Context: an optimization exercise on an open-source flow, tuned for small area, a short achievable clock period and few clock cycles. The choices shown serve that exercise and are no tape-out recipe.
At most, simulation tests tie the RTL to the original design; equivalence was not proved.
For run 1, only the layout was checked, not whether the RTL still works.
No activity file was given, so power comes from the tool's default toggle rates.

==> design.v <==
module LCD_CTRL (
  input              clk,
  input              reset,
  input        [3:0] cmd,
  input              cmd_valid,
  input        [7:0] IROM_Q,
  output logic       IROM_rd,
  output logic [5:0] IROM_A,
  output logic       IRAM_valid,
  output logic [7:0] IRAM_D,
  output logic [5:0] IRAM_A,
  output logic       busy,
  output logic       done
);
  logic [7:0]  img [64];
  logic [63:0] vld;
  logic [2:0] x, y;           
  logic [1:0] ra, rb, ca, cb;
  logic [1:0] dra, drb, dca, dcb;   
  logic       dirty;                
  logic [7:0] W [4];          
  logic [3:0] Wv;             
  logic [3:0] rl;             
  logic       pend;           
  logic       is_alu;         
  logic [1:0] alu_op;         
  logic [3:0] from1;          
  logic       wr_act;         
  logic       avgok, uni;     
  logic [3:0] rs [2], cs [2];
  logic [5:0] wa [4];
  always_comb
    for (int k = 0; k < 4; k++)
      wa[k] = {k[1] ? rb : ra, k[1], k[0] ? cb : ca, k[0]};
  logic [7:0] L  [4];
  logic [3:0] LV;
  always_comb
    for (int k = 0; k < 4; k++) begin
      L[k]  = 8'd0;
      LV[k] = 1'b0;
      for (int q = 0; q < 16; q++)
        if (rs[k / 2][q / 4] && cs[k % 2][q % 4]) begin
          L[k]  = L[k]  | img[(q / 4) * 16 + (k / 2) * 8 + (q % 4) * 2 + k % 2];
          LV[k] = LV[k] | vld[(q / 4) * 16 + (k / 2) * 8 + (q % 4) * 2 + k % 2];
        end
    end
  logic ready, exec, ldst, hit, is_avg;
  assign is_avg = is_alu && alu_op == 2'd2;
  assign ready = &Wv && (!is_avg || uni || avgok);
  assign exec  = pend & ready;
  assign ldst  = IROM_rd & !wr_act;
  logic [1:0] ik;
  assign ik  = {IROM_A[3], IROM_A[0]};
  assign hit = ldst && (IROM_A[5:4] == (IROM_A[3] ? rb : ra)) &&
                       (IROM_A[2:1] == (IROM_A[0] ? cb : ca)) &&
                       !(rl[ik] ? LV[ik] : Wv[ik]);
  logic [3:0] ldhit;
  always_comb
    for (int k = 0; k < 4; k++) ldhit[k] = hit && (ik == 2'(k));
  function automatic logic ge8(input logic [7:0] a, input logic [7:0] b);
    logic [7:0] g, p;
    logic [3:0] g2, p2;
    logic [1:0] g4, p4;
    for (int i = 0; i < 8; i++) begin
      g[i] = a[i] & ~b[i];
      p[i] = a[i] | ~b[i];
    end
    for (int i = 0; i < 4; i++) begin
      g2[i] = g[2*i+1] | (p[2*i+1] & g[2*i]);
      p2[i] = p[2*i+1] & p[2*i];
    end
    for (int i = 0; i < 2; i++) begin
      g4[i] = g2[2*i+1] | (p2[2*i+1] & g2[2*i]);
      p4[i] = p2[2*i+1] & p2[2*i];
    end
    ge8 = g4[1] | (p4[1] & (g4[0] | p4[0]));
  endfunction
  logic       g01, g23, gmx, gmn;
  logic [7:0] hi01, lo01, hi23, lo23, vmax, vmin;
  assign g01  = ge8(W[0], W[1]);
  assign g23  = ge8(W[2], W[3]);
  assign hi01 = g01 ? W[0] : W[1];
  assign lo01 = g01 ? W[1] : W[0];
  assign hi23 = g23 ? W[2] : W[3];
  assign lo23 = g23 ? W[3] : W[2];
  assign gmx  = ge8(hi01, hi23);
  assign gmn  = ge8(lo23, lo01);
  assign vmax = gmx ? hi01 : hi23;
  assign vmin = gmn ? lo01 : lo23;
  logic [9:0] sum;
  logic [7:0] AVGR, avg;
  assign sum = 10'(W[0]) + 10'(W[1]) + 10'(W[2]) + 10'(W[3]);
  assign avg = uni ? W[0] : AVGR;
  always_ff @(posedge clk) AVGR <= sum[9:2];
  logic [7:0] alu;
  assign alu = (alu_op == 2'd0) ? vmax : (alu_op == 2'd1) ? vmin : avg;
  logic [7:0] wb [4];
  always_comb
    for (int k = 0; k < 4; k++)
      wb[k] = is_alu ? alu : from1[k] ? W[k ^ 1] : W[k ^ 2];
  always_ff @(posedge clk)
    for (int k = 0; k < 4; k++)
      if (exec)          W[k] <= wb[k];
      else if (ldhit[k]) W[k] <= IROM_Q;
      else if (rl[k])    W[k] <= L[k];
  logic [3:0] nWv;
  always_comb
    for (int k = 0; k < 4; k++)
      nWv[k] = ldhit[k] | (rl[k] ? LV[k] : Wv[k]);
  always_ff @(posedge clk or posedge reset)
    if (reset) Wv <= 4'd0;
    else Wv <= nWv;
  for (genvar p = 0; p < 64; p++) begin : g_pix
    localparam int R = p / 8, C = p % 8, KC = (R % 2) * 2 + (C % 2);
    logic wen;
    assign wen = dirty && ((R % 2) ? (R / 2 == drb) : (R / 2 == dra)) &&
                          ((C % 2) ? (C / 2 == dcb) : (C / 2 == dca));
    always_ff @(posedge clk)
      if (wen) img[p] <= W[KC];
    always_ff @(posedge clk or posedge reset)
      if (reset) vld[p] <= 1'b0;
      else if (hit && IROM_A == 6'(p)) vld[p] <= 1'b1;
  end
  logic       acc, is_wr, is_data, wr_start;
  logic [15:0] c;            
  always_comb
    for (int i = 0; i < 16; i++) c[i] = (cmd == 4'(i));
  assign acc      = cmd_valid & !busy;
  assign is_wr    = c[0] | c[12] | c[13] | c[14] | c[15];
  assign is_data  = |c[11:5];
  assign wr_start = acc & is_wr;
  logic       mu, md, ml, mr;       
  assign mu = acc && c[1] && y != 3'd1;
  assign md = acc && c[2] && y != 3'd7;
  assign ml = acc && c[3] && x != 3'd1;
  assign mr = acc && c[4] && x != 3'd7;
  logic [2:0] ym1, yp1, xm1, xp1, ym2, xm2;
  assign ym1 = y - 3'd1;
  assign yp1 = y + 3'd1;
  assign ym2 = y - 3'd2;
  assign xm1 = x - 3'd1;
  assign xp1 = x + 3'd1;
  assign xm2 = x - 3'd2;
  logic [2:0] nx, ny;
  logic [1:0] nra, nrb, nca, ncb;
  logic [3:0] nrl;
  logic [5:0] na;
  always_comb begin
    nx  = x;
    ny  = y;
    nra = ra;
    nrb = rb;
    nca = ca;
    ncb = cb;
    nrl = 4'd0;
    na  = 6'd0;
    if (mu) begin
      ny  = ym1;
      nra = ym1[2:1];
      nrb = ym2[2:1];
      nrl = y[0] ? 4'b1100 : 4'b0011;
      na  = {ym2, ca, 1'b0};
    end
    if (md) begin
      ny  = yp1;
      nra = yp1[2:1];
      nrb = y[2:1];
      nrl = y[0] ? 4'b0011 : 4'b1100;
      na  = {yp1, ca, 1'b0};
    end
    if (ml) begin
      nx  = xm1;
      nca = xm1[2:1];
      ncb = xm2[2:1];
      nrl = x[0] ? 4'b1010 : 4'b0101;
      na  = {ra, 1'b0, xm2};
    end
    if (mr) begin
      nx  = xp1;
      nca = xp1[2:1];
      ncb = x[2:1];
      nrl = x[0] ? 4'b0101 : 4'b1010;
      na  = {ra, 1'b0, xp1};
    end
  end
  logic       cw_cls;
  logic [3:0] nfrom1;
  assign cw_cls = c[9] ^ x[0] ^ y[0];
  always_comb
    for (int k = 0; k < 4; k++)
      nfrom1[k] = c[11] | ((c[8] | c[9]) & ((k[1] == k[0]) ^ cw_cls));
  logic spec, fast, nwr;
  assign fast = wr_start & spec & !vld[0];
  assign nwr  = wr_start | (wr_act & (IROM_A != 6'd63));
  logic [5:0] nrd, wpix;
  assign nrd  = (wr_start & !fast) ? 6'd0 : IROM_A + 6'd1;
  assign wpix = wr_act ? IROM_A + 6'd1 : {5'd0, spec & !vld[0]};
  function automatic logic [3:0] oh(input logic [1:0] v);
    oh = 4'b1 << v;
  endfunction
  always_ff @(posedge clk) begin
    rs[0] <= mu ? oh(ym1[2:1]) : md ? oh(yp1[2:1]) : (ml | mr) ? oh(ra) : oh(wpix[5:4]);
    rs[1] <= mu ? oh(ym2[2:1]) : md ? oh(y[2:1])   : (ml | mr) ? oh(rb) : oh(wpix[5:4]);
    cs[0] <= ml ? oh(xm1[2:1]) : mr ? oh(xp1[2:1]) : (mu | md) ? oh(ca) : oh(wpix[2:1]);
    cs[1] <= ml ? oh(xm2[2:1]) : mr ? oh(x[2:1])   : (mu | md) ? oh(cb) : oh(wpix[2:1]);
  end
  logic npend, nis_avg, navgok, nuni;
  assign npend   = acc ? is_data : (pend & !exec);
  assign nis_avg = acc ? c[7] : is_avg;
  assign navgok  = !(hit | (|rl));
  assign nuni    = (exec & is_alu) | (uni & !(hit | (|rl)));
  always_ff @(posedge clk or posedge reset)
    if (reset) begin
      x      <= 3'd4;
      y      <= 3'd4;
      ra     <= 2'd2;
      rb     <= 2'd1;
      ca     <= 2'd2;
      cb     <= 2'd1;
      dirty  <= 1'b0;
      rl     <= 4'd0;
      uni    <= 1'b0;
      pend   <= 1'b0;
      wr_act <= 1'b0;
    end else begin
      x      <= nx;
      y      <= ny;
      ra     <= nra;
      rb     <= nrb;
      ca     <= nca;
      cb     <= ncb;
      dirty  <= exec | hit;
      rl     <= nrl;
      uni    <= nuni;
      wr_act <= nwr;
      pend   <= npend;
    end
  always_ff @(posedge clk) begin
    dra   <= ra;
    drb   <= rb;
    dca   <= ca;
    dcb   <= cb;
    avgok <= navgok;
    if (acc) begin
      is_alu <= c[5] | c[6] | c[7];
      alu_op <= {c[7], c[6]};
      from1  <= nfrom1;
    end
  end
  logic [3:0] need;
  assign need = ~nWv;
  always_ff @(posedge clk or posedge reset)
    if (reset) begin
      IROM_rd <= 1'b0;
      IROM_A  <= 6'd27;
      spec    <= 1'b0;
    end else begin
      spec <= 1'b0;
      if (wr_start | wr_act) begin
        IROM_rd <= nwr;
        IROM_A  <= nrd;
      end else if (mu | md | ml | mr) begin
        IROM_rd <= 1'b1;
        IROM_A  <= na;
      end else begin
        IROM_rd <= 1'b1;
        if (need[0])      IROM_A <= wa[0];
        else if (need[1]) IROM_A <= wa[1];
        else if (need[2]) IROM_A <= wa[2];
        else if (need[3]) IROM_A <= wa[3];
        else begin
          IROM_A <= 6'd0;
          spec   <= 1'b1;
        end
      end
    end
  logic [1:0] wk;
  logic       inwin, pv;
  logic [7:0] pd;
  assign wk    = {IROM_A[3], IROM_A[0]};
  assign inwin = (IROM_A == wa[wk]);
  assign pv    = inwin ? Wv[wk] : LV[wk];
  assign pd    = inwin ? W[wk] : L[wk];
  always_ff @(posedge clk or posedge reset)
    if (reset) begin
      IRAM_valid <= 1'b0;
      done       <= 1'b0;
      busy       <= 1'b0;
    end else begin
      IRAM_valid <= wr_act | fast;
      done       <= IRAM_valid && !wr_act;
      busy       <= nwr | IRAM_valid | (npend & !(&nWv && (!nis_avg || nuni || navgok)));
    end
  always_ff @(posedge clk) begin
    IRAM_A <= IROM_A;
    IRAM_D <= (pv & !fast) ? pd : IROM_Q;
  end
endmodule
==> flow/run.sh <==
#!/bin/bash
# Standard layout, with plain port buffers and timing repair aiming past the clock period.
set -euo pipefail
bash standard.sh SETUP_SLACK_MARGIN=8.2 "BUFFER_PORTS_ARGS=-buffer_cell sky130_fd_sc_hd__buf_4" finish > make.log 2>&1
==> constraint.sdc <==
create_clock -name core_clock -period 12.0 [get_ports {clk}]
set_input_delay 2.4000 -clock core_clock [delete_from_list [all_inputs] [get_ports {clk}]]
set_output_delay 2.4000 -clock core_clock [all_outputs]
set_load 0.01 [all_outputs]
==> config.mk <==
export PLATFORM = sky130hd
export DESIGN_NAME = LCD_CTRL
export DESIGN_NICKNAME = LCD_CTRL
export VERILOG_FILES = /design/flow/design.v
export SDC_FILE = /design/flow/constraint.sdc
export NUM_CORES = 8
export LEC_CHECK = 0
export CAP_MARGIN = 20
export CORE_MARGIN = 2
export CORE_UTILIZATION = 50
export CTS_CLUSTER_DIAMETER = 120
export CTS_CLUSTER_SIZE = 25
export SLEW_MARGIN = 20
==> standard.sh <==
#!/bin/bash
# synth_recipe.tcl (not shown) runs the flow's synth.tcl, then flattens the netlist and writes it again
# the make line also repeats each setting of config.mk as NAME=value (left out here)
make -C /OpenROAD-flow-scripts/flow DESIGN_CONFIG=/design/flow/config.mk WORK_HOME=/design/flow/orfs CLKGATE_MAP_FILE= SYNTH_SCRIPT=/design/flow/synth_recipe.tcl "${@:-finish}"
==> results of run 1 <==
-- path summary, 6_finish.rpt --
kind,slack [ns],start,endpoint,cells past startpoint
max reg2reg,8.04,W[0][1]$_DFFE_PP_,W[1][3]$_DFFE_PP_,15
max in group asynchronous,9.12,reset,vld[35]$_DFFE_PP0P_,3
max,8.04,W[0][1]$_DFFE_PP_,W[1][3]$_DFFE_PP_,15
min reg2reg,0.48,vld[6]$_DFFE_PP0P_,vld[6]$_DFFE_PP0P_,1
min,0.48,vld[6]$_DFFE_PP0P_,vld[6]$_DFFE_PP0P_,1
min in group asynchronous,1.77,reset,rb[1]$_DFFE_PP0N_,2
-- cells by family (layout without fill, tap and decap cells) --
kind of cell               Yosys count  after routing  share of synthesized area (%)
xor gates and xnor gates            21             21                          0.604
adders and majority gates           61             61                           2.89
AOI/OAI and AO/OA                  685            686                           17.2
muxes                              104            104                           4.33
and+or+nand+nor                    443            443                           6.89
buffers and inverters              220            314                           2.84
DFF                                693            693                           65.2
other                                0              3                              0
-- repair_timing --
item,4_1_cts,5_1_grt
gates cloned,5,0
pin swaps,26,18
hold endpoints to repair,0,0
buffers inserted,84,19
endpoints found under the setup margin,159,76
gates resized for setup,70,35
-- registers in the layout, indices dropped and copies added (netlist names), 2 cells and up --
signal	flops
AVGR	8
IRAM_A	6
IRAM_D	8
IROM_A	6
W	32
Wv	4
alu_op	2
ca	2
cb	2
cs	8
dca	2
dcb	2
dra	2
drb	2
from1	2
img	512
ra	2
rb	2
rl	4
rs	8
vld	64
-- area by class of cell --
cell class	count	area share (%)
well taps	782	2.88
multi-input cells	1315	30.3
diodes	3	0.0221
clock inverters	1	0.0258
repair buffers	194	4.88
clock buffers	56	2.56
flip-flops and latches	693	58.6
inverters	63	0.741
-- report_power, final --
group	internal [mW]	switching, mW	total [mW]
sequential	2.77	0.118	2.89
clock	0.494	0.736	1.23
combinational	0.856	1.40	2.26
-- metal layers --
layer  vias up  GRT usage, %  part of all wire (%)
met2      1285          48.0                    45
li1       8974             -                     -
met1     10800          45.2                    40
met3       165          5.67                    11
met5         -             0                 0.013
met4         2          10.0                   3.8
-- critical path: stages (launching register included) --
cell,delay (ns)
edfxtp_1,0.50
ha_2,0.23
or3b_4,0.41
a311oi_4,0.30
o31ai_4,0.09
buf_6,0.15
buf_12,0.14
mux2i_1,0.15
a21boi_2,0.20
a311oi_2,0.35
a2bb2oi_4,0.13
a221oi_4,0.40
buf_6,0.16
o21ai_2,0.07
a31oi_4,0.33
a211oi_2,0.06
-- through the flow --
stage               area, um2  instances  total power [mW]  utilization (%)  hold slack, ns
floorplan               30700       2227              4.17                -           0.423
global placement        31600       2935              4.93             52.4           0.442
global route            33900       3105              6.58             56.3           0.499
detailed placement      31600       2937              4.95             52.5           0.449
finish                  33900       3107              6.38             56.3           0.476
CTS                     33600       3083              6.29             55.8           0.476
-- synthesized netlist by cell type, types with 12 or more instances --
| master | n | area share [%] |
|---|---|---|
| edfxtp_1 | 549 | 54 |
| nor2_1 | 157 | 1.9 |
| a22oi_1 | 120 | 3.0 |
| clkbuf_1 | 117 | 1.4 |
| nand2_1 | 108 | 1.3 |
| a21oi_1 | 93 | 1.5 |
| dfrtp_1 | 89 | 7.3 |
| a222oi_1 | 87 | 2.9 |
| inv_1 | 56 | 0.69 |
| mux2i_1 | 56 | 1.8 |
| o21ai_0 | 50 | 0.82 |
| o21bai_1 | 50 | 1.2 |
| dfxtp_1 | 47 | 3.1 |
| ha_1 | 43 | 1.8 |
| nand3_1 | 43 | 0.71 |
| o22ai_1 | 41 | 0.84 |
| a22o_1 | 39 | 1.1 |
| buf_1 | 29 | 0.36 |
| mux2_2 | 29 | 1.1 |
| o211ai_1 | 27 | 0.67 |
| a211oi_1 | 22 | 0.54 |
| nor2b_1 | 22 | 0.45 |
| nand2b_1 | 21 | 0.43 |
| a2111oi_0 | 19 | 0.55 |
| a31oi_1 | 19 | 0.39 |
| mux4_2 | 18 | 1.3 |
| or3_1 | 17 | 0.35 |
| fa_1 | 16 | 1.1 |
| o221ai_1 | 16 | 0.46 |
| a31o_2 | 13 | 0.37 |
| nor3_1 | 13 | 0.21 |
| xnor2_1 | 12 | 0.35 |
-- cell usage in the layout, fill, tap and decap left out, types with 20 or more instances in the layout --
master and count:
ha_1 38, o211ai_1 27, o21bai_1 50, nand2_1 103, edfxtp_1 549, a22o_1 39, nand2b_1 20, mux2_2 29
mux2i_1 55, inv_1 47, a222oi_1 87, a22oi_1 119, buf_4 172, nand3_1 38, dfrtp_1 88, clkbuf_1 25
a21oi_1 87, o22ai_1 40, nor2b_1 21, o21ai_0 35, clkbuf_16 31, nor2_1 145, dfxtp_1 40
==> metrics.md, run 1 <==
| Metric | Value |
|---|---|
| Final Hold Viols | `0` |
| Layout cells sized above 1 | `18.7%` |
| CP Capture Type | `register` |
| Synth Register Bits | `693` |
| Row count | `90` |
| Area occupied by multi-input gates | `10300 um2` |
| Crit path max fanout | `8` |
| Clock sink count | `693` |
| RePlAce Congestion | `0.984` |
| H-Tree Depth | `1` |
| Tot GR Track Use | `31.2%` |
| Total Neg Setup Slack | `0 ns` |
| Clock latency (worst-skew pair) | `0.66 ns` |
| Setup WS post-layout | `8.04 ns` |
| First-pass GRT wire length | `143000 um` |
| ANT nets after route | `0` |
| Fillers | `4827` |
| Num CTS Buffers | `31` |
| DR DRC count | `0` |
| Pwr dens | `188 nW/um2` |
| Outcome | `no timing/DRC/antenna violations` |
| Die area | `62900 um2` |
| Final critical-path share of the clock period | `33.0%` |
| Critical Path RT | `12.37 ns` |
| Crit path kind | `register to register` |
| Seq/Total Area, Yosys | `65.2%` |
| Final wirelength | `99400 um` |
| Hold Buf Count CTS | `0` |
| Max cap viols | `0` |
| Ys Warns | `8` |
| Via Count | `21200` |
| Leakage | `11.7 nW` |
| Post-synth top flop | `edfxtp_1` |
| Syn Area/Cell | `13.7 um2` |
| CTS tree | `done` |
| Drt pass-1 iters | `9` |
| Hold Crit Class | `register to register` |
| DR iter-0 viols | `3222` |
| Fmax | `253 MHz` |
| FF+latch area | `19900 um2` |
| Slew HR | `20.1%` |
| Core area | `60200 um2` |
| Root Buffer | `clkbuf_16` |
| Initial core utilization | `50.5%` |
| Synth Net Count | `2301` |
| EDFF count, synth | `549` |
| Fin crit period | `3.96 ns` |
| Initial antenna violation count | `5` |
| Clk pin slew, worst setup/hold paths | `0.11 ns` |
| Largest net degree at the start of global routing | `81` |
| Async SR Flop Fraction | `14.0%` |
| Synth-to-Final Area Change | `11.4%` |
| # IOs | `39` |
| Vias in the first global route | `20400` |
| WL per Instance | `32.0 um` |
| RSZ-0062 raised after global routing | `yes` |
| Synth Instances | `2227` |
| Final Slew Violations | `0` |
| Worst EP arrival | `4.33 ns` |
| Final net count | `2372` |
| Port Buffers | `38` |
| Die height | `251 um` |
| Pre-CTS WS | `7.08 ns` |
| Setup crit start kind | `register` |
| GR Overflow Total | `0` |
| Cell area after synthesis | `30400 um2` |
| Setup violations, final | `0` |
| Clock Skew | `0.0434 ns` |
| Worst slew pin tran | `1.19 ns` |
| Clk buf depth | `3` |
| Distinct cell type count after synthesis | `94` |
| HPWL after DPL | `61000 um` |
| Vias per Instance | `6.83` |
| Die X | `251 um` |
| Peak supply drop | `0.146 mV` |
==> run 2, diff against run 1 <==
--- a/design.v
+++ b/design.v
@@ -76,16 +76,20 @@
     ge8 = g4[1] | (p4[1] & (g4[0] | p4[0]));
   endfunction
-  logic       g01, g23, gmx, gmn;
-  logic [7:0] hi01, lo01, hi23, lo23, vmax, vmin;
-  assign g01  = ge8(W[0], W[1]);
-  assign g23  = ge8(W[2], W[3]);
-  assign hi01 = g01 ? W[0] : W[1];
-  assign lo01 = g01 ? W[1] : W[0];
-  assign hi23 = g23 ? W[2] : W[3];
-  assign lo23 = g23 ? W[3] : W[2];
-  assign gmx  = ge8(hi01, hi23);
-  assign gmn  = ge8(lo23, lo01);
-  assign vmax = gmx ? hi01 : hi23;
-  assign vmin = gmn ? lo01 : lo23;
+  logic c01, c02, c03, c12, c13, c23;   
+  assign c01 = ge8(W[0], W[1]);
+  assign c02 = ge8(W[0], W[2]);
+  assign c03 = ge8(W[0], W[3]);
+  assign c12 = ge8(W[1], W[2]);
+  assign c13 = ge8(W[1], W[3]);
+  assign c23 = ge8(W[2], W[3]);
+  logic [3:0] mx, mn;
+  assign mx[0] =  c01 &  c02 &  c03;
+  assign mx[1] = !c01 &  c12 &  c13;
+  assign mx[2] = !c02 & !c12 &  c23;
+  assign mx[3] = !c03 & !c13 & !c23;
+  assign mn[0] = !c01 & !c02 & !c03;
+  assign mn[1] =  c01 & !c12 & !c13;
+  assign mn[2] =  c02 &  c12 & !c23;
+  assign mn[3] =  c03 &  c13 &  c23;
   logic [9:0] sum;
   logic [7:0] AVGR, avg;
@@ -93,10 +97,18 @@
   assign avg = uni ? W[0] : AVGR;
   always_ff @(posedge clk) AVGR <= sum[9:2];
-  logic [7:0] alu;
-  assign alu = (alu_op == 2'd0) ? vmax : (alu_op == 2'd1) ? vmin : avg;
+  logic [3:0] s;
+  always_comb
+    for (int i = 0; i < 4; i++)
+      s[i] = (alu_op == 2'd0) ? mx[i] : (alu_op == 2'd1) ? mn[i] : 1'b0;
   logic [7:0] wb [4];
   always_comb
-    for (int k = 0; k < 4; k++)
-      wb[k] = is_alu ? alu : from1[k] ? W[k ^ 1] : W[k ^ 2];
+    for (int k = 0; k < 4; k++) begin
+      wb[k] = is_avg ? avg : 8'd0;
+      for (int i = 0; i < 4; i++)
+        if ((is_alu && s[i]) ||
+            (!is_alu && i == (k ^ 1) && from1[k]) ||
+            (!is_alu && i == (k ^ 2) && !from1[k]))
+          wb[k] = wb[k] | W[i];
+    end
   always_ff @(posedge clk)
     for (int k = 0; k < 4; k++)
@@ -250,29 +262,22 @@
   logic [3:0] need;
   assign need = ~nWv;
+  logic mv;
+  assign mv = mu | md | ml | mr;
   always_ff @(posedge clk or posedge reset)
     if (reset) begin
       IROM_rd <= 1'b0;
-      IROM_A  <= 6'd27;
       spec    <= 1'b0;
     end else begin
-      spec <= 1'b0;
-      if (wr_start | wr_act) begin
-        IROM_rd <= nwr;
-        IROM_A  <= nrd;
-      end else if (mu | md | ml | mr) begin
-        IROM_rd <= 1'b1;
-        IROM_A  <= na;
-      end else begin
-        IROM_rd <= 1'b1;
-        if (need[0])      IROM_A <= wa[0];
-        else if (need[1]) IROM_A <= wa[1];
-        else if (need[2]) IROM_A <= wa[2];
-        else if (need[3]) IROM_A <= wa[3];
-        else begin
-          IROM_A <= 6'd0;
-          spec   <= 1'b1;
-        end
-      end
+      IROM_rd <= (wr_start | wr_act) ? nwr : 1'b1;
+      spec    <= !(wr_start | wr_act | mv) & !(|need);
     end
+  always_ff @(posedge clk)
+    if (wr_start | wr_act) IROM_A <= nrd;
+    else if (mv)           IROM_A <= na;
+    else if (need[0])      IROM_A <= wa[0];
+    else if (need[1])      IROM_A <= wa[1];
+    else if (need[2])      IROM_A <= wa[2];
+    else if (need[3])      IROM_A <= wa[3];
+    else                   IROM_A <= 6'd0;
   logic [1:0] wk;
   logic       inwin, pv;
==> metrics.md, run 2 <==
| Metric | Value |
|---|---|
| Outcome | `no timing/DRC/antenna violations` |
| Leakage | `11.6 nW` |
| Slew HR | `25.7%` |
| Crit path cell chain | `buf_4 -> nor2_4 -> nand3_2 -> nor3_4 -> nor2_1 -> buf_4 -> o311ai_0 -> o21ai_0 -> o21ai_1` |
| Synth Instances | `2266` |
| Most flop-heavy register | `img` |
| ANT nets after route | `0` |
| Switching power | `2.23 mW` |
| RSZ-0062 raised after global routing | `yes` |
| Syn Area/Cell | `13.5 um2` |
| Clk pin slew, worst setup/hold paths | `0.10 ns` |
| Worst EP arrival | `4.33 ns` |
| Final wirelength | `93100 um` |
| Root Buffer | `clkbuf_16` |
| Initial antenna violation count | `2` |
| First-pass GRT wire length | `137000 um` |
| Distinct cell type count after synthesis | `80` |
| Setup violations, final | `0` |
| Num CTS Buffers | `31` |
| Number of diodes | `0` |
| CP Capture Type | `register` |
| CP max-delay cell | `o21ai_1` |
| Worst slew pin tran | `1.11 ns` |
| CP max stage delay | `0.41 ns` |
| Final Slew Violations | `0` |
| Peak supply drop | `0.131 mV` |
| Top post-synthesis cells by area | `edfxtp_1 (54%), dfrtp_1 (7.1%), dfxtp_1 (3.5%)` |
| Placed instance area | `31700 um2` |
| Tot GR Track Use | `29.1%` |
| Most frequent cells in the layout | `edfxtp_1 (549), nor2_1 (159), a22oi_1 (116), buf_4 (110), nand2_1 (89)` |
| Die height | `252 um` |
| EDFF count, synth | `549` |
| DR iter-0 viols | `2722` |
| Vias per Instance | `6.78` |
| Die area | `63300 um2` |
| Synth-to-Final Area Change | `7.46%` |
| Clock sink count | `693` |
| Commonest non-fill, non-tap cell in the layout | `edfxtp_1` |
| Crit path max fanout | `10` |
| Critical Path RT | `12.50 ns` |
| Post-synth top area share | `53.8%` |
| # IOs | `39` |
| Sequential power share | `46.0%` |
| Top cell type by total area after synthesis | `edfxtp_1` |
| Clock Skew | `0.0316 ns` |
| Vias in the first global route | `20000` |
| Seq/Total Area, Yosys | `64.7%` |
| Via Count | `20700` |
| FF+latch area | `19800 um2` |
| Hold Crit Class | `register to register` |
| Worst Path Buf+Inv | `2` |
| Final critical-path share of the clock period | `32.0%` |
| Drt pass-1 iters | `7` |
| Post-Route Utilization | `54.5%` |
| Clk buf depth | `3` |
| Cell area after layout | `32900 um2` |
| Fmax | `261 MHz` |
| Most numerous cell on the critical path | `buf_4` |
| Post-synth top flop | `edfxtp_1` |
| CTS tree | `done` |
| Pwr dens | `187 nW/um2` |
| Clock latency (worst-skew pair) | `0.65 ns` |
| Die X | `252 um` |
| Setup crit start kind | `input port` |
| Ys Warns | `8` |
| H-Tree Depth | `1` |
| DR DRC count | `0` |
| Max cap viols | `0` |
| Hold Buf Count CTS | `0` |
| WL per Instance | `30.5 um` |
| Switching Share | `36.2%` |
| HPWL after DPL | `60200 um` |
| Internal | `3.93 mW` |
| Synth Net Count | `2340` |
| Total Neg Setup Slack | `0 ns` |
| Layout cells sized above 1 | `11.6%` |
| Final net count | `2319` |
| Synth Register Bits | `693` |
| Area occupied by multi-input gates | `9990 um2` |
| Gate power share | `33.9%` |
| Flip-flop count of the largest register after layout | `512` |
| Clk pwr share | `20.0%` |
| CP top delay family | `compound AO/OA/AOI/OAI gates` |
| Fillers | `4971` |
| Synth cell count leaders | `edfxtp_1 (549), nor2_1 (163), clkbuf_1 (137)` |
| Async SR Flop Fraction | `13.1%` |
| Crit path kind | `input port to register` |
| Core area | `60500 um2` |
| Row count | `90` |
| Most common cell in the netlist | `edfxtp_1` |
| Largest net degree at the start of global routing | `67` |
| Final Hold Viols | `0` |
| Largest regs | `img x512, vld x64, W x32` |
| GR Overflow Total | `0` |
| RePlAce Congestion | `0.898` |
| Port Buffers | `38` |
| Cell area after synthesis | `30600 um2` |
| Initial core utilization | `50.7%` |
| Fin crit period | `3.83 ns` |
## run 2: layout make-up
class	instances	share of cell area, %
clock buffers	56	2.64
clock inverters	1	0.0266
inverters	73	0.893
multi-input cells	1328	30.3
flip-flops and latches	693	60.3
well taps	782	2.97
repair buffers	118	2.87
## run 2: layer usage
metal	GRT usage, %	wire (um)	share of wire (%)	up-vias
met1	43.2	39400	42	10600
met5	0	0	0	-
met4	8.52	3020	3.2	0
met2	44.7	42200	45	1092
li1	-	-	-	8890
met3	4.46	8460	9.1	144
## run 2: kinds of logic (layout without fill, tap and decap cells)
family | count (synthesis) | after routing | share of synthesized area, %
flip-flops | 693 | 693 | 64.7
XOR/XNOR | 21 | 21 | 0.600
AO/OA/AOI/OAI | 633 | 633 | 16.0
multiplexers | 105 | 105 | 4.27
adder cells (fa/ha/maj) | 69 | 69 | 3.13
buffers and inverters | 245 | 248 | 3.04
AND/OR/NAND/NOR | 500 | 500 | 8.21
## run 2: path summary, 6_finish.rpt
check	start	to	slack [ns]	cells past startpoint
max	cmd[3]	cs[1][0]$_DFF_P_	8.17	9
min	IROM_A[3]$_DFF_P_	IRAM_A[3]$_DFF_P_	0.40	0
max reg2reg	W[0][0]$_DFFE_PP_	W[3][4]$_DFFE_PP_	8.30	10
min reg2reg	IROM_A[3]$_DFF_P_	IRAM_A[3]$_DFF_P_	0.40	0
max in group asynchronous	reset	vld[37]$_DFFE_PP0P_	8.85	3
min in group asynchronous	reset	rb[1]$_DFFE_PP0N_	1.84	2
## run 2: timing repair
action                     CTS  global route
setup buffers                9            13
setup endpoints to repair   95            76
resized for setup           10            10
pin swaps                    1             4
cloned                       0             0
## run 2: through the flow
step | worst slack [ns] | hold slack [ns] | total power [mW] | cells
after floorplan | 8.20 | 0.392 | 4.10 | 2266
after global placement | 7.33 | 0.379 | 4.89 | 2968
after detailed placement | 7.30 | 0.385 | 4.90 | 2968
after CTS | 8.02 | 0.400 | 6.13 | 3034
after global routing | 8.08 | 0.412 | 6.38 | 3051
final | 8.17 | 0.399 | 6.16 | 3051
## run 2: power groups by stage
stage / clock (mW) / combinational [mW] / sequential, mW
CTS: 1.25 / 2.05 / 2.83
global placement: 0 / 1.99 / 2.91
detailed placement: 0 / 1.99 / 2.91
global route: 1.33 / 2.21 / 2.85
finish: 1.23 / 2.09 / 2.84
floorplan: 0 / 1.25 / 2.85
Testbench counts of run 2, summed over its fixed seeds: cycles 5,646.
==> run 3, diff against run 2 <==
==> flow/run.sh (replaced) <==
#!/bin/bash
# Standard layout, with plain port buffers and timing repair aiming past the clock period.
set -euo pipefail
bash standard.sh SETUP_SLACK_MARGIN=8.8 "BUFFER_PORTS_ARGS=-buffer_cell sky130_fd_sc_hd__buf_4" finish > make.log 2>&1
==> metrics.md, run 3 <==
| Metric | Value |
|---|---|
| Post-synth top flop | `edfxtp_1` |
| Clock latency (worst-skew pair) | `0.64 ns` |
| Placed instance area | `31800 um2` |
| Cell area after synthesis | `30600 um2` |
| ANT nets after route | `0` |
| Syn Area/Cell | `13.5 um2` |
| Async SR Flop Fraction | `13.1%` |
| Drt pass-1 iters | `6` |
| Clk pwr share | `18.5%` |
| Port Buffers | `38` |
| Via Count | `22000` |
| Layout cells sized above 1 | `24.5%` |
| Die area | `63300 um2` |
| Final wirelength | `103000 um` |
| Die height | `252 um` |
| Setup crit start kind | `register` |
| Synth cell count leaders | `edfxtp_1 (549), nor2_1 (163), clkbuf_1 (137)` |
| CTS tree | `done` |
| Pwr dens | `183 nW/um2` |
| GR Overflow Total | `0` |
| Core area | `60500 um2` |
| Critical Path RT | `9.60 ns` |
| Post-Route Utilization | `59.8%` |
| Most frequent cells in the layout | `edfxtp_1 (549), buf_4 (171), nor2_1 (148), a22oi_1 (114), dfrtp_1 (86)` |
| Ys Warns | `8` |
| Leakage | `13.0 nW` |
| Final Slew Violations | `0` |
| Top cell type by total area after synthesis | `edfxtp_1` |
| Worst slew pin tran | `1.17 ns` |
| Final net count | `2492` |
| Tot GR Track Use | `31.4%` |
| Gate power share | `38.6%` |
| Clk pin slew, worst setup/hold paths | `0.11 ns` |
| Slew HR | `21.7%` |
| Hold Crit Class | `register to register` |
| Commonest non-fill, non-tap cell in the layout | `edfxtp_1` |
| Fillers | `4702` |
| Num CTS Buffers | `31` |
| Sequential power share | `42.9%` |
| Clock Skew | `0.0297 ns` |
| Peak supply drop | `0.124 mV` |
| CP Capture Type | `primary output` |
| Clock sink count | `693` |
| Vias per Instance | `6.82` |
| Vias in the first global route | `20900` |
| Worst-case reg-to-reg path depth | `10` |
| Fmax | `276 MHz` |
| Largest regs | `img x512, vld x64, W x32` |
| Setup violations, final | `0` |
| Fin crit period | `3.62 ns` |
| Synth-to-Final Area Change | `18.1%` |
| Hold Crit Depth | `1` |
| Synth Register Bits | `693` |
| Flip-flop count of the largest register after layout | `512` |
| Clk buf depth | `3` |
| First-pass GRT wire length | `146000 um` |
| Seq/Total Area, Yosys | `64.7%` |
| H-Tree Depth | `1` |
| Initial core utilization | `50.7%` |
| Max cap viols | `0` |
| Pre-CTS WS | `7.44 ns` |
| Most common cell in the netlist | `edfxtp_1` |
| FF+latch area | `19900 um2` |
| RSZ-0062 raised after global routing | `yes` |
| DR DRC count | `0` |
| DR iter-0 viols | `2827` |
| Cell area after layout | `36200 um2` |
| EDFF count, synth | `549` |
| Outcome | `no timing/DRC/antenna violations` |
| Largest net degree at the start of global routing | `68` |
| Initial antenna violation count | `3` |
| WL per Instance | `31.9 um` |
| Total Neg Setup Slack | `0 ns` |
| Distinct cell type count after synthesis | `80` |
| HPWL after DPL | `60200 um` |
| Worst EP arrival | `1.22 ns` |
| Setup WS post-layout | `8.38 ns` |
| Total Power | `6.63 mW` |
| Synth Net Count | `2340` |
| # IOs | `39` |
| Final critical-path share of the clock period | `30.2%` |
| Synth Instances | `2266` |
| RePlAce Congestion | `0.926` |
| Area occupied by multi-input gates | `10800 um2` |
| Die X | `252 um` |
| Switching power | `2.40 mW` |
| Post-synth top area share | `53.8%` |
| Top post-synthesis cells by area | `edfxtp_1 (54%), dfrtp_1 (7.1%), dfxtp_1 (3.5%)` |
| Switching Share | `36.3%` |
| Crit path max fanout | `2` |
| Internal | `4.22 mW` |
| Row count | `90` |
| Most flop-heavy register | `img` |
| Crit path kind | `register to primary output` |
| Final Hold Viols | `0` |
| Root Buffer | `clkbuf_16` |
[run 3: changes by cell type in the layout (fill, tap and decap cells not counted), sizes merged, moves of 2 or more]
| cell | delta |
|---|---|
| buf | +153 |
| diode | +2 |
| inv | -3 |
| bufbuf | +14 |
| clkbuf | +5 |
| clkinv | +2 |
[run 3: stage by stage]
stage	hold WS (ns)	std cells
finish	0.475	3226
global route	0.488	3224
CTS	0.468	3159
detailed placement	0.440	2970
global placement	0.439	2970
floorplan	0.392	2266
[run 3: cell type report]
cell class                 instances  area share, %
sequential                       693           55.0
clock buffer                      56           2.40
inverter                          73          0.920
clock inverter                     1         0.0242
antenna                            2         0.0138
tap                              782           2.70
multi-input combinational       1329           30.0
timing repair buffer             290           8.97
[run 3: cells by family (layout without fill, tap and decap cells)]
group	Yosys count	in the layout	synth area share, %
and+or+nand+nor	500	501	8.21
AOI/OAI and AO/OA	633	633	16.0
xor gates and xnor gates	21	21	0.600
DFF	693	693	64.7
adders and majority gates	69	69	3.13
muxes	105	105	4.27
buffers and inverters	245	420	3.04
other	0	2	0
[run 3: repair_timing]
item,4_1_cts,5_1_grt
cloned,17,6
hold endpoints to repair,0,0
hold buffers,0,0
setup buffers,115,59
pin swaps,64,91
endpoints found under the setup margin,191,188
resized for setup,230,139
[run 3: worst max-delay path: stages (launching register included)]
cell and delay [ns]:
dfxtp_4 0.36, buf_12 0.12, buf_6 0.11
[run 3: layer usage]
layer	global-route usage (%)	up-vias	wire length, um
met1	45.0	11200	41700
met4	11.0	4	4480
li1	-	9257	-
met2	48.3	1318	46200
met3	5.79	198	10500
met5	0	-	27
[run 3: power groups by stage]
stage          logic, mW  clock network, mW  registers [mW]
2_1_floorplan       1.27                  0            2.85
3_3_place_gp        2.01                  0            2.90
3_5_place_dp        2.02                  0            2.90
4_1_cts             2.38               1.24            2.84
5_1_grt             2.66               1.32            2.85
6_report            2.55               1.23            2.85
[run 3: path summary, 6_finish.rpt]
| kind | endpoint | slack (ns) | start |
|---|---|---|---|
| min in group asynchronous | pend$_DFF_PP0_ | 1.85 | reset |
| hold reg to reg | vld[63]$_DFFE_PP0P_ | 0.47 | vld[63]$_DFFE_PP0P_ |
| setup reg to reg | W[1][6]$_DFFE_PP_ | 8.66 | rs[0][0]$_DFF_P_ |
| setup / recovery | IROM_A[3] | 8.38 | IROM_A[3]$_DFF_P_ |
| max in group asynchronous | ra[0]$_DFFE_PP0N_ | 9.10 | reset |
| hold / removal | vld[63]$_DFFE_PP0P_ | 0.47 | vld[63]$_DFFE_PP0P_ |
==> run 4, diff against run 3 <==
==> flow/run.sh (replaced) <==
#!/bin/bash
# Standard layout, with plain port buffers and timing repair aiming past the clock period.
set -euo pipefail
bash standard.sh SETUP_SLACK_MARGIN=8.6 "BUFFER_PORTS_ARGS=-buffer_cell sky130_fd_sc_hd__buf_4" finish > make.log 2>&1
==> metrics.md, run 4 <==
| Metric | Value |
|---|---|
| Drt pass-1 iters | `8` |
| Fillers | `4880` |
| Area occupied by multi-input gates | `10300 um2` |
| Layout cells sized above 1 | `17.2%` |
| Die area | `63300 um2` |
| Syn Area/Cell | `13.5 um2` |
| Hold Buf Count CTS | `0` |
| Flip-flop count of the largest register after layout | `512` |
| Vias per Instance | `6.82` |
| FF+latch area | `19900 um2` |
| Cell area after synthesis | `30600 um2` |
| Most flop-heavy register | `img` |
| Met2 WL | `44000 um` |
| Die X | `252 um` |
| Worst-case reg-to-reg path depth | `9` |
| Setup crit start kind | `register` |
| Pwr dens | `188 nW/um2` |
| Worst EP arrival | `1.19 ns` |
| Synth Net Count | `2340` |
| Outcome | `no timing/DRC/antenna violations` |
| Most frequent cells in the layout | `edfxtp_1 (549), nor2_1 (152), buf_4 (126), a22oi_1 (115), nand2_1 (88)` |
| Synth-to-Final Area Change | `11.8%` |
| Commonest non-fill, non-tap cell in the layout | `edfxtp_1` |
| DR iter-0 viols | `2881` |
| GR Overflow Total | `0` |
| CP max stage delay | `0.44 ns` |
| Hold Crit Depth | `1` |
| Distinct cell type count after synthesis | `80` |
| Crit path cell chain | `buf_6` |
| Die height | `252 um` |
| Setup violations, final | `0` |
| Hold Crit Class | `register to register` |
| Worst Path Buf+Inv | `1` |
| Via Count | `21300` |
| HP Start | `vld[31]$_DFFE_PP0P_` |
| Hold path endpoint | `vld[31]$_DFFE_PP0P_` |
| Initial antenna violation count | `2` |
| Top post-synthesis cells by area | `edfxtp_1 (54%), dfrtp_1 (7.1%), dfxtp_1 (3.5%)` |
| H-Tree Depth | `1` |
| Clock latency (worst-skew pair) | `0.64 ns` |
| Flop2flop setup slack | `8.55 ns` |
| CTS tree | `done` |
| Clk pin slew, worst setup/hold paths | `0.10 ns` |
| Metal3 WL | `9810 um` |
| WL per Instance | `31.2 um` |
| Synth Register Bits | `693` |
| Top cell type by total area after synthesis | `edfxtp_1` |
| Clk buf depth | `3` |
| Ys Warns | `8` |
| Clock Skew | `0.0326 ns` |
| RePlAce Congestion | `0.919` |
| Critical Path RT | `9.60 ns` |
| Largest net degree at the start of global routing | `68` |
| Post-synth top area share | `53.8%` |
| Final critical-path share of the clock period | `29.9%` |
| First-pass GRT wire length | `138000 um` |
| Clock sink count | `693` |
| Final Slew Violations | `0` |
| Num CTS Buffers | `31` |
| Total Neg Setup Slack | `0 ns` |
| Final Hold Viols | `0` |
| Vias in the first global route | `20200` |
| Async SR Flop Fraction | `13.1%` |
| Fin crit period | `3.59 ns` |
| CP Capture Type | `primary output` |
| Core area | `60500 um2` |
| # IOs | `39` |
| Worst r2r src | `rs[0][3]$_DFF_P_` |
| EDFF count, synth | `549` |
| Root Buffer | `clkbuf_16` |
| ANT nets after route | `0` |
| Seq/Total Area, Yosys | `64.7%` |
| Number of diodes | `0` |
| Initial core utilization | `50.7%` |
| DRT met1 WL | `40500 um` |
| Synth Instances | `2266` |
| Fmax | `279 MHz` |
| Post-Route Utilization | `56.6%` |
| RSZ-0062 raised after global routing | `yes` |
| CP max-delay cell | `dfrtp_2` |
| Final wirelength | `97500 um` |
| Row count | `90` |
| Port Buffers | `38` |
| Most common cell in the netlist | `edfxtp_1` |
| Reg-to-Reg End | `W[1][7]$_DFFE_PP_` |
| CP top delay family | `flip-flops` |
| Slew HR | `22.0%` |
| Peak supply drop | `0.130 mV` |
| DR DRC count | `0` |
| Max cap viols | `0` |
| Crit path max fanout | `2` |
| Worst slew pin tran | `1.17 ns` |
| Post-synth top flop | `edfxtp_1` |
| Tot GR Track Use | `29.4%` |
| Top Metal Used | `met4` |
| Crit path kind | `register to primary output` |
| HPWL after DPL | `60200 um` |
| Final net count | `2392` |
| Synth cell count leaders | `edfxtp_1 (549), nor2_1 (163), clkbuf_1 (137)` |
| Leakage | `12.1 nW` |
| Largest regs | `img x512, vld x64, W x32` |
==> run 4: cell counts after synthesis <==
No cell type changed its count.
==> run 4: power by group <==
group          switching, mW  internal, mW
Clock                  0.741         0.495
Combinational           1.50         0.862
Sequential             0.104          2.73
Total                   2.35          4.09
==> run 4: cell families (layout without fill, tap and decap cells) <==
logic type / Yosys count / after routing / share of synthesized area [%]
AOI/OAI and AO/OA: 633 / 633 / 16.0
buffers and inverters: 245 / 321 / 3.04
xor gates and xnor gates: 21 / 21 / 0.600
muxes: 105 / 105 / 4.27
DFF: 693 / 693 / 64.7
and+or+nand+nor: 500 / 500 / 8.21
adders and majority gates: 69 / 69 / 3.13
==> run 4: repair_timing <==
action                     CTS  global route
pin swaps                   23            31
gates resized for setup    101            74
buffers inserted            46            46
setup endpoints to repair  184            80
gates cloned                 0             7
==> run 4: final cells by class <==
type	count	area share, %
sequential	693	58.1
clock buffer	56	2.54
timing repair buffer	191	5.60
multi-input combinational	1328	30.0
tap	782	2.86
clock inverter	1	0.0256
inverter	73	0.910
==> run 4: metrics by stage <==
step,hold WS (ns),power (mW),setup slack (ns),area [um2],cells
detailed placement,0.446,4.92,7.49,31800,2968
CTS,0.472,6.24,8.16,33500,3071
finish,0.477,6.43,8.41,34300,3124
floorplan,0.392,4.11,8.23,30900,2266
global placement,0.439,4.90,7.55,31800,2968
global route,0.490,6.62,8.38,34300,3124
==> run 4: worst max-delay path by stage <==
stage,from,to,depth (start not counted)
final,IRAM_valid$_DFF_PP0_,IRAM_valid,1
after global routing,IRAM_valid$_DFF_PP0_,IRAM_valid,1
after CTS,IROM_A[3]$_DFF_P_,IROM_A[3],1
after detailed placement,cmd_valid,IROM_A[4]$_DFF_P_,8
after global placement,cmd_valid,IROM_A[4]$_DFF_P_,8
after floorplan,cmd_valid,IROM_A[1]$_DFF_P_,9
==> run 4: per-layer routing <==
metal,vias to the layer above,GRT usage [%]
li1,9020,-
met2,1278,45.5
met3,170,4.52
met4,0,8.49
met1,10800,43.4
met5,-,0
==> run 5, diff against run 4 <==
==> flow/run.sh (replaced) <==
#!/bin/bash
# Standard layout, with plain port buffers and timing repair aiming past the clock period.
set -euo pipefail
bash standard.sh SETUP_SLACK_MARGIN=8.4 "BUFFER_PORTS_ARGS=-buffer_cell sky130_fd_sc_hd__buf_4" finish > make.log 2>&1
--- a/config.mk
+++ b/config.mk
@@ -11,3 +11,4 @@
 export CTS_CLUSTER_DIAMETER = 120
 export CTS_CLUSTER_SIZE = 25
+export PLACE_DENSITY = 0.75
 export SLEW_MARGIN = 20
==> metrics.md, run 5 <==
| Metric | Value |
|---|---|
| RSZ-0062 raised after global routing | `yes` |
| Final net count | `2347` |
| Synth Area in Simple Gates | `8.21%` |
| Fillers | `4698` |
| Die height | `252 um` |
| Synth cell count leaders | `edfxtp_1 (549), nor2_1 (163), clkbuf_1 (137)` |
| RePlAce Congestion | `0.942` |
| Synth Register Bits | `693` |
| CP top delay family | `flip-flops` |
| Setup violations, final | `0` |
| # IOs | `39` |
| Worst EP arrival | `1.27 ns` |
| Vias per Instance | `7.00` |
| First-pass GRT wire length | `133000 um` |
| Commonest non-fill, non-tap cell in the layout | `edfxtp_1` |
| ANT nets after route | `0` |
| Synth Instances | `2266` |
| Initial core utilization | `50.7%` |
| Gate power share | `34.3%` |
| Final critical-path share of the clock period | `30.6%` |
| H-Tree Depth | `1` |
| Crit path kind | `register to primary output` |
| CP startpoint | `IRAM_valid$_DFF_PP0_` |
| Clock Skew | `0.0293 ns` |
| Sequential power share | `45.8%` |
| Core area | `60500 um2` |
| Leakage | `11.8 nW` |
| Initial antenna violation count | `1` |
| Layout cells sized above 1 | `13.6%` |
| Die area | `63300 um2` |
| Largest net degree at the start of global routing | `69` |
| Worst r2r src | `W[0][1]$_DFFE_PP_` |
| Async SR Flop Fraction | `13.1%` |
| Final Hold Viols | `0` |
| Worst-case reg-to-reg path depth | `10` |
| Most frequent cells in the layout | `edfxtp_1 (549), nor2_1 (154), buf_4 (128), a22oi_1 (116)` |
| Flop2flop setup slack | `8.46 ns` |
| Compound-Gate Fraction of Synth Area | `16.0%` |
| Largest regs | `img x512, vld x64, W x32` |
| Num CTS Buffers | `31` |
| Peak supply drop | `0.151 mV` |
| Final Slew Violations | `0` |
| EDFF count, synth | `549` |
| CP max-delay cell | `dfrtp_1` |
| Synthesized-area fraction occupied by xor and xnor cells | `0.600%` |
| Setup WS post-layout | `8.33 ns` |
| Clk pwr share | `19.9%` |
| Die X | `252 um` |
| Area occupied by multi-input gates | `10100 um2` |
| Distinct cell type count after synthesis | `80` |
| Synth-to-Final Area Change | `8.94%` |
| Total Neg Setup Slack | `0 ns` |
| CP Depth | `1` |
| Clk pin slew, worst setup/hold paths | `0.11 ns` |
| Cell area after synthesis | `30600 um2` |
| FF+latch area | `19900 um2` |
| CTS tree | `done` |
| Pwr dens | `184 nW/um2` |
| GR Overflow Total | `0` |
| Slew HR | `20.9%` |
| Mux cell area share after synthesis | `4.27%` |
| Synth Net Count | `2340` |
| Top cell type by total area after synthesis | `edfxtp_1` |
| Post-synthesis adder-cell area fraction | `3.13%` |
| Clock sink count | `693` |
| DR iter-0 viols | `3548` |
| Clk buf depth | `3` |
| Worst Path Buf+Inv | `1` |
| Internal | `3.98 mW` |
| Fmax | `272 MHz` |
| Max cap viols | `0` |
| Critical Path Sink | `IRAM_valid` |
| Hold Crit Class | `register to register` |
| Post-synth top area share | `53.8%` |
| Most common cell in the netlist | `edfxtp_1` |
| Outcome | `no timing/DRC/antenna violations` |
| CP max stage delay | `0.46 ns` |
| Largest family of logic cells by synthesized area | `compound AO/OA/AOI/OAI gates` |
| Flip-flop count of the largest register after layout | `512` |
| Crit path cell chain | `buf_6` |
| Vias in the first global route | `20500` |
| Most flop-heavy register | `img` |
| Seq/Total Area, Yosys | `64.7%` |
| Port Buffers | `38` |
| Tot GR Track Use | `28.0%` |
| Critical Path RT | `9.60 ns` |
| Drt pass-1 iters | `10` |
| Setup crit start kind | `register` |
| Post-synth top flop | `edfxtp_1` |
| Switching Share | `35.2%` |
| DR DRC count | `0` |
| HPWL after DPL | `55300 um` |
| Worst slew pin tran | `1.19 ns` |
| Row count | `90` |
| Via Count | `21600` |
| Crit path max fanout | `3` |
| Switching power | `2.17 mW` |
| Reg-to-Reg End | `W[0][2]$_DFFE_PP_` |
| Syn Area/Cell | `13.5 um2` |
| Root Buffer | `clkbuf_16` |
| Final wirelength | `90500 um` |
| CP Capture Type | `primary output` |
| Fin crit period | `3.67 ns` |
| Top post-synthesis cells by area | `edfxtp_1 (54%), dfrtp_1 (7.1%), dfxtp_1 (3.5%)` |
| Ys Warns | `8` |
| WL per Instance | `29.3 um` |
| Clock latency (worst-skew pair) | `0.66 ns` |
| Pre-CTS WS | `7.56 ns` |
## run 5: how the worst min path moves through the flow
stage                        start             endpoint  slack, ns  depth (start not counted)
2_1_floorplan    IROM_A[2]$_DFF_P_    IRAM_A[2]$_DFF_P_       0.39                          0
6_report         IROM_A[1]$_DFF_P_    IRAM_A[1]$_DFF_P_       0.44                          0
4_1_cts          IROM_A[1]$_DFF_P_    IRAM_A[1]$_DFF_P_       0.44                          0
3_3_place_gp   vld[63]$_DFFE_PP0P_  vld[63]$_DFFE_PP0P_       0.44                          1
3_5_place_dp   vld[55]$_DFFE_PP0P_  vld[55]$_DFFE_PP0P_       0.46                          1
5_1_grt          IROM_A[1]$_DFF_P_    IRAM_A[1]$_DFF_P_       0.45                          0
## run 5: layout make-up
cell class                      count  area share (%)
Sequential cell                   693            59.5
Multi-Input combinational cell   1328            30.3
Timing Repair Buffer              146            3.71
Tap cell                          782            2.93
Clock buffer                       56            2.60
Inverter                           73           0.903
Clock inverter                      2          0.0525
Antenna cell                        2          0.0150
## run 5: timing repair
action,4_1_cts,5_1_grt
pin swaps,4,10
gates resized for setup,31,20
setup endpoints to repair,142,114
hold buffers,0,0
setup buffers,33,26
gates cloned,2,0
## run 5: cells by family after synthesis
logic type      after synthesis
fa+ha+maj                    69
xor+xnor                     21
simple gates                500
compound gates              633
flops                       693
buf+inv                     245
mux                         105
## run 5: per-layer routing
metal,global-route usage [%],routed length [um],up-vias
li1,-,-,8932
met1,39.5,33700,10700
met2,42.2,40600,1701
met3,5.51,12000,258
met4,12.5,4170,0
met5,0,0,-
## run 5: power by group through the flow
stage          sequential (mW)  combinational [mW]  clock (mW)
2_1_floorplan             2.85                1.26           0
3_3_place_gp              2.90                1.86           0
3_5_place_dp              2.90                1.89           0
4_1_cts                   2.81                2.03        1.22
5_1_grt                   2.83                2.21        1.29
6_report                  2.82                2.11        1.22
## run 5: per-stage QoR
| stage | util [%] | std cells | hold slack [ns] | cell area, um2 | total power [mW] |
|---|---|---|---|---|---|
| 3_5_place_dp | 52.5 | 2961 | 0.456 | 31800 | 4.79 |
| 2_1_floorplan | - | 2266 | 0.392 | 30900 | 4.11 |
| 5_1_grt | 55.2 | 3081 | 0.449 | 33400 | 6.33 |
| 6_report | 55.2 | 3082 | 0.440 | 33400 | 6.15 |
| 4_1_cts | 54.7 | 3054 | 0.437 | 33100 | 6.06 |
| 3_3_place_gp | 52.5 | 2961 | 0.443 | 31800 | 4.76 |
==> run 6, diff against run 5 <==
--- a/config.mk
+++ b/config.mk
@@ -8,7 +8,6 @@
 export CAP_MARGIN = 20
 export CORE_MARGIN = 2
-export CORE_UTILIZATION = 50
+export CORE_UTILIZATION = 40
 export CTS_CLUSTER_DIAMETER = 120
 export CTS_CLUSTER_SIZE = 25
-export PLACE_DENSITY = 0.75
 export SLEW_MARGIN = 20
==> metrics.md, run 6 <==
| Metric | Value |
|---|---|
| Ys Warns | `8` |
| Final Slew Violations | `0` |
| RSZ-0062 raised after global routing | `yes` |
| Root Buffer | `clkbuf_16` |
| Most frequent cells in the layout | `edfxtp_1 (549), nor2_1 (151), buf_4 (120), a22oi_1 (116), nand2_1 (87)` |
| Setup crit start kind | `register` |
| Synth Register Bits | `693` |
| Hold Crit Class | `register to register` |
| Drt pass-1 iters | `9` |
| Distinct cell type count after synthesis | `80` |
| Slew HR | `21.7%` |
| HP Start | `IROM_A[1]$_DFF_P_` |
| DR iter-0 viols | `3070` |
| Synth cell count leaders | `edfxtp_1 (549), nor2_1 (163), clkbuf_1 (137)` |
| Worst Path Buf+Inv | `1` |
| Worst slew pin tran | `1.16 ns` |
| CP top delay family | `flip-flops` |
| Seq/Total Area, Yosys | `64.7%` |
| Total Power | `6.25 mW` |
| HPWL after DPL | `60400 um` |
| Syn Area/Cell | `13.5 um2` |
| Top post-synthesis cells by area | `edfxtp_1 (54%), dfrtp_1 (7.1%), dfxtp_1 (3.5%)` |
| Critical Path RT | `9.60 ns` |
| DR DRC count | `0` |
| Final critical-path share of the clock period | `30.2%` |
| Final Hold Viols | `0` |
| Total Neg Setup Slack | `0 ns` |
| Final net count | `2349` |
| Port Buffers | `38` |
| Async SR Flop Fraction | `13.1%` |
| Cell area after synthesis | `30600 um2` |
| Fillers | `6803` |
| Commonest non-fill, non-tap cell in the layout | `edfxtp_1` |
| Crit path cell chain | `buf_6` |
| Pwr dens | `185 nW/um2` |
| Core area | `75900 um2` |
| CP Capture Type | `primary output` |
| Via Count | `21100` |
| Clock Skew | `0.0242 ns` |
| Synth Net Count | `2340` |
| H-Tree Depth | `1` |
| CP max stage delay | `0.47 ns` |
| RePlAce Congestion | `0.939` |
| Clock latency (worst-skew pair) | `0.64 ns` |
| Synth Instances | `2266` |
| Outcome | `no timing/DRC/antenna violations` |
| Vias in the first global route | `20300` |
| Die area | `78800 um2` |
| Tot GR Track Use | `23.7%` |
| Post-synth top flop | `edfxtp_1` |
| Max cap viols | `0` |
| Crit path max fanout | `2` |
| Vias per Instance | `6.35` |
| Worst EP arrival | `1.23 ns` |
| Largest regs | `img x512, vld x64, W x32` |
| CP max-delay cell | `dfrtp_2` |
| Number of diodes | `0` |
| Setup violations, final | `0` |
| Die X | `281 um` |
| CP startpoint | `IROM_rd$_DFF_PP0_` |
| Clk pin slew, worst setup/hold paths | `0.12 ns` |
| Hold slack | `0.432 ns` |
| Layout cells sized above 1 | `13.9%` |
| Most flop-heavy register | `img` |
| Initial core utilization | `40.4%` |
| Top cell type by total area after synthesis | `edfxtp_1` |
| Fin crit period | `3.63 ns` |
| Post-Route Utilization | `44.5%` |
| # IOs | `39` |
| Leakage | `11.8 nW` |
| Fmax | `276 MHz` |
| Clock sink count | `693` |
| ANT nets after route | `0` |
| Post-synth top area share | `53.8%` |
| Initial antenna violation count | `1` |
| Synth-to-Final Area Change | `10.2%` |
| EDFF count, synth | `549` |
| Peak supply drop | `0.109 mV` |
| Most common cell in the netlist | `edfxtp_1` |
| First-pass GRT wire length | `139000 um` |
| Row count | `101` |
| Die height | `281 um` |
| Clk buf depth | `3` |
| CTS tree | `done` |
| GR Overflow Total | `0` |
| Final wirelength | `95000 um` |
| Flip-flop count of the largest register after layout | `512` |
| Largest net degree at the start of global routing | `66` |
| Worst r2r src | `W[1][0]$_DFFE_PP_` |
| Num CTS Buffers | `31` |
| Crit path kind | `register to primary output` |
| WL per Instance | `28.5 um` |
-- run 6: kinds of logic (layout without fill, tap and decap cells) --
group                      Yosys count  in the layout  share of synthesized area, %
DFF                                693            693                          64.7
xor gates and xnor gates            21             21                         0.600
and+or+nand+nor                    500            500                          8.21
AOI/OAI and AO/OA                  633            633                          16.0
buffers and inverters              245            278                          3.04
adders and majority gates           69             69                          3.13
muxes                              105            105                          4.27
-- run 6: per-layer routing --
metal	part of all wire, %	vias to the layer above	routed length [um]	track usage (%)
met5	0	-	0	0
met4	3.1	0	2910	6.64
met3	9.5	171	9010	3.33
met2	46	1195	43400	37.1
li1	-	8956	-	-
met1	42	10800	39700	34.4
-- run 6: repair_timing --
| item | CTS | global route |
|---|---|---|
| buffers inserted | 41 | 13 |
| endpoints found under the setup margin | 153 | 71 |
| pin swaps | 10 | 15 |
| hold buffers | 0 | 0 |
| gates resized for setup | 36 | 32 |
-- run 6: final cells by class --
cell class	instances	area (um2)	share of cell area [%]
inverters	73	302	0.893
repair buffers	148	1280	3.79
flip-flops and latches	693	19900	58.8
clock buffers	56	870	2.57
well taps	1030	1290	3.82
multi-input cells	1328	10200	30.1
clock inverters	1	8.76	0.0259
-- run 6: per-stage QoR --
step	cell area (um2)	worst slack, ns	std cells
finish	33800	8.37	3329
global route	33800	8.35	3329
CTS	33500	8.34	3315
detailed placement	32100	7.57	3217
global placement	32100	7.64	3216
floorplan	30900	8.25	2266
-- run 6: path summary, 6_finish.rpt --
path,cells after the start,slack [ns],to
worst max register to register,12,8.43,W[3][2]$_DFFE_PP_
max in group asynchronous,3,8.91,vld[36]$_DFFE_PP0P_
worst min-delay path,0,0.43,IRAM_A[1]$_DFF_P_
worst max-delay path,1,8.37,IROM_rd
worst min register to register,0,0.43,IRAM_A[1]$_DFF_P_
min in group asynchronous,2,1.85,x[1]$_DFFE_PP0N_
-- run 6: worst reg2reg max path: stages (launching register included) --
cell and delay (ns):
edfxtp_1 0.35, buf_6 0.26, inv_1 0.13, ha_1 0.19
nand2b_1 0.16, a221o_1 0.29, a211oi_1 0.33, o31a_2 0.34
buf_4 0.21, nor4b_1 0.06, a211o_1 0.28, a2111o_1 0.52
a2bb2oi_1 0.19
-- run 6: report_power, final --
part           leakage [nW]  internal [mW]  total [mW]  switching (mW)
Sequential             6.60           2.73        2.84           0.116
Clock                 0.416          0.495        1.23           0.740
Combinational          4.78          0.772        2.17            1.40
==> run 7, diff against run 6 <==
--- a/config.mk
+++ b/config.mk
@@ -8,5 +8,5 @@
 export CAP_MARGIN = 20
 export CORE_MARGIN = 2
-export CORE_UTILIZATION = 40
+export CORE_UTILIZATION = 50
 export CTS_CLUSTER_DIAMETER = 120
 export CTS_CLUSTER_SIZE = 25
==> metrics.md, run 7 <==
| Metric | Value |
|---|---|
| Synth Net Count | `2340` |
| Vias per Instance | `6.78` |
| Met1 Use GR | `42.8%` |
| CP top delay family | `flip-flops` |
| RSZ-0062 raised after global routing | `yes` |
| Initial antenna violation count | `0` |
| Critical Path RT | `9.60 ns` |
| Crit path kind | `register to primary output` |
| Die height | `252 um` |
| Gate power share | `34.8%` |
| Num CTS Buffers | `31` |
| Setup crit start kind | `register` |
| Drt pass-1 iters | `7` |
| Flip-flop count of the largest register after layout | `512` |
| Total Neg Setup Slack | `0 ns` |
| Clock latency (worst-skew pair) | `0.66 ns` |
| Initial core utilization | `50.7%` |
| Core area | `60500 um2` |
| Cell area after synthesis | `30600 um2` |
| Setup violations, final | `0` |
| Seq/Total Area, Yosys | `64.7%` |
| Pwr dens | `186 nW/um2` |
| RePlAce Congestion | `0.923` |
| CP max-delay cell | `dfrtp_1` |
| Clk buf depth | `3` |
| Syn Area/Cell | `13.5 um2` |
| Final Hold Viols | `0` |
| Top cell type by total area after synthesis | `edfxtp_1` |
| HP Start | `vld[63]$_DFFE_PP0P_` |
| Worst EP arrival | `1.23 ns` |
| Sequential power share | `45.3%` |
| Largest net degree at the start of global routing | `73` |
| H-Tree Depth | `1` |
| GR Overflow Total | `0` |
| Die area | `63300 um2` |
| HPWL after DPL | `59300 um` |
| Die X | `252 um` |
| # IOs | `39` |
| Most common cell in the netlist | `edfxtp_1` |
| Global Route met3 Usage | `4.89%` |
| DR DRC count | `0` |
| Hold path endpoint | `vld[63]$_DFFE_PP0P_` |
| Crit path cell chain | `buf_6` |
| CP max stage delay | `0.43 ns` |
| Outcome | `no timing/DRC/antenna violations` |
| Most flop-heavy register | `img` |
| Final net count | `2359` |
| First-pass GRT wire length | `136000 um` |
| ANT nets after route | `0` |
| Clock sink count | `693` |
| Max cap viols | `0` |
| Hold Crit Class | `register to register` |
| Worst r2r src | `W[1][0]$_DFFE_PP_` |
| Port Buffers | `38` |
| Post-synth top flop | `edfxtp_1` |
| WL per Instance | `30.3 um` |
| Worst slew pin tran | `1.20 ns` |
| Final Slew Violations | `0` |
| Synth-to-Final Area Change | `9.19%` |
| EDFF count, synth | `549` |
| Switching power | `2.25 mW` |
| GRT Max-Usage Layer | `met2` |
| Total Power | `6.23 mW` |
| Reg-to-Reg End | `W[3][6]$_DFFE_PP_` |
| Distinct cell type count after synthesis | `80` |
| Root Buffer | `clkbuf_16` |
| CTS tree | `done` |
| Vias in the first global route | `19900` |
| CP Capture Type | `primary output` |
| Async SR Flop Fraction | `13.1%` |
| Flop2flop setup slack | `8.49 ns` |
| Worst-case reg-to-reg path depth | `12` |
| Switching Share | `36.0%` |
| Synth Register Bits | `693` |
| Largest regs | `img x512, vld x64, W x32` |
| Synth Instances | `2266` |
| Fillers | `4970` |
| Tot GR Track Use | `29.1%` |
| Post-synth top area share | `53.8%` |
| Most frequent cells in the layout | `edfxtp_1 (549), nor2_1 (155), buf_4 (136), a22oi_1 (116), nand2_1 (88)` |
| Final critical-path share of the clock period | `30.3%` |
| Worst Path Buf+Inv | `1` |
| Leakage | `11.8 nW` |
| Row count | `90` |
| Crit path max fanout | `2` |
| Clk pwr share | `20.0%` |
| Ys Warns | `8` |
| Final wirelength | `93700 um` |
| Slew HR | `19.6%` |
| GR Util met2 | `44.9%` |
| DR iter-0 viols | `3024` |
| Commonest non-fill, non-tap cell in the layout | `edfxtp_1` |
| Clock Skew | `0.0252 ns` |
| Top post-synthesis cells by area | `edfxtp_1 (54%), dfrtp_1 (7.1%), dfxtp_1 (3.5%)` |
| Hold Buf Count CTS | `0` |
| Clk pin slew, worst setup/hold paths | `0.11 ns` |
| Fin crit period | `3.63 ns` |
| Fmax | `275 MHz` |
| Hold Crit Depth | `1` |
| Layout cells sized above 1 | `13.9%` |
| Internal | `3.98 mW` |
| Via Count | `21000` |
| Peak supply drop | `0.160 mV` |
| Synth cell count leaders | `edfxtp_1 (549), nor2_1 (163), clkbuf_1 (137)` |
==> run 7: what timing repair did <==
item | in CTS | in global routing
endpoints found under the setup margin | 119 | 93
pin swaps | 8 | 6
buffers inserted | 45 | 25
resized for setup | 23 | 17
==> run 7: metal layers <==
layer  vias up  wire length (um)
met1     10700             39000
met4         0              3380
met3       172              8690
met5         -                 0
li1       8962                 -
met2      1184             42600
==> run 7: power groups by stage <==
stage | clock, mW | sequential [mW] | combinational, mW
floorplan | 0 | 2.85 | 1.26
global placement | 0 | 2.92 | 1.97
detailed placement | 0 | 2.92 | 1.98
CTS | 1.26 | 2.84 | 2.07
global route | 1.33 | 2.83 | 2.29
finish | 1.24 | 2.82 | 2.17
==> run 7: layout make-up <==
| type | instances | area [um2] | area share (%) |
|---|---|---|---|
| sequential | 693 | 19900 | 59.4 |
| tap | 782 | 978 | 2.92 |
| timing repair buffer | 158 | 1320 | 3.94 |
| antenna | 1 | 2.50 | 0.00748 |
| clock inverter | 2 | 28.8 | 0.0860 |
| clock buffer | 56 | 870 | 2.60 |
| multi-input combinational | 1328 | 10100 | 30.2 |
| inverter | 73 | 305 | 0.912 |
==> run 7: worst max-delay path by stage <==
stage | cells after the start | from | endpoint
after global routing | 1 | IRAM_valid$_DFF_PP0_ | IRAM_valid
final | 1 | IRAM_valid$_DFF_PP0_ | IRAM_valid
after CTS | 1 | IROM_A[3]$_DFF_P_ | IROM_A[3]
after detailed placement | 8 | cmd[3] | IROM_A[1]$_DFF_P_
after floorplan | 8 | cmd[3] | IROM_A[1]$_DFF_P_
after global placement | 8 | cmd[3] | IROM_A[1]$_DFF_P_
==> run 7: cell families after synthesis <==
kind of cell / synth area share [%]
compound gates: 16.0
xor+xnor: 0.600
fa+ha+maj: 3.13
buf+inv: 3.04
flops: 64.7
mux: 4.27
simple gates: 8.21
==> run 7: metrics by stage <==
stage               utilization (%)  instances  setup slack [ns]  cell area (um2)  hold WS (ns)
detailed placement             52.6       2964              7.63            31800         0.448
finish                         55.3       3093              8.37            33500         0.466
floorplan                         -       2266              8.25            30900         0.392
global route                   55.3       3092              8.34            33500         0.491
global placement               52.6       2964              7.64            31800         0.439
CTS                            54.8       3067              7.97            33200         0.468

-- what the ideal ports hide --
Ports are ideal in the flow. The routed layouts listed here were re-timed in OpenROAD. Step 1 (the two cells are an assumption about what drives the block):
set clk [get_ports {clk}]
set_driving_cell -lib_cell sky130_fd_sc_hd__clkbuf_16 $clk
set_driving_cell -lib_cell sky130_fd_sc_hd__buf_2 [delete_from_list [all_inputs] $clk]
Step 2 adds t to the input delays and takes it off the output delays; t is the mean of the earliest and latest rising clock arrival at the registers after step 1. Input paths then give back, and output paths get back, about the clock's delay inside the block. Slacks: no drivers / after step 1 / after step 2; pairs: no drivers / after step 1.
| run | t (ns) | slack for setup (ns) | worst setup path after step 2 |
|---|---|---|---|
| run 1 | 0.696 | 8.041 / 8.041 / 7.657 | input to register |
| run 2 | 0.702 | 8.165 / 8.192 / 7.507 | input to register |
| run 3 | 0.691 | 8.379 / 8.312 / 7.949 | input to register |
| run 4 | 0.690 | 8.411 / 8.345 / 7.965 | input to register |
| run 5 | 0.704 | 8.330 / 8.268 / 7.841 | input to register |
| run 6 | 0.695 | 8.372 / 8.305 / 7.798 | input to register |
| run 7 | 0.714 | 8.370 / 8.306 / 7.807 | input to register |
After both steps setup and hold are still met in every run listed. The setup slack of run 2, which loses most, moves by +0.027 ns with the drivers and by -0.658 ns with both steps.
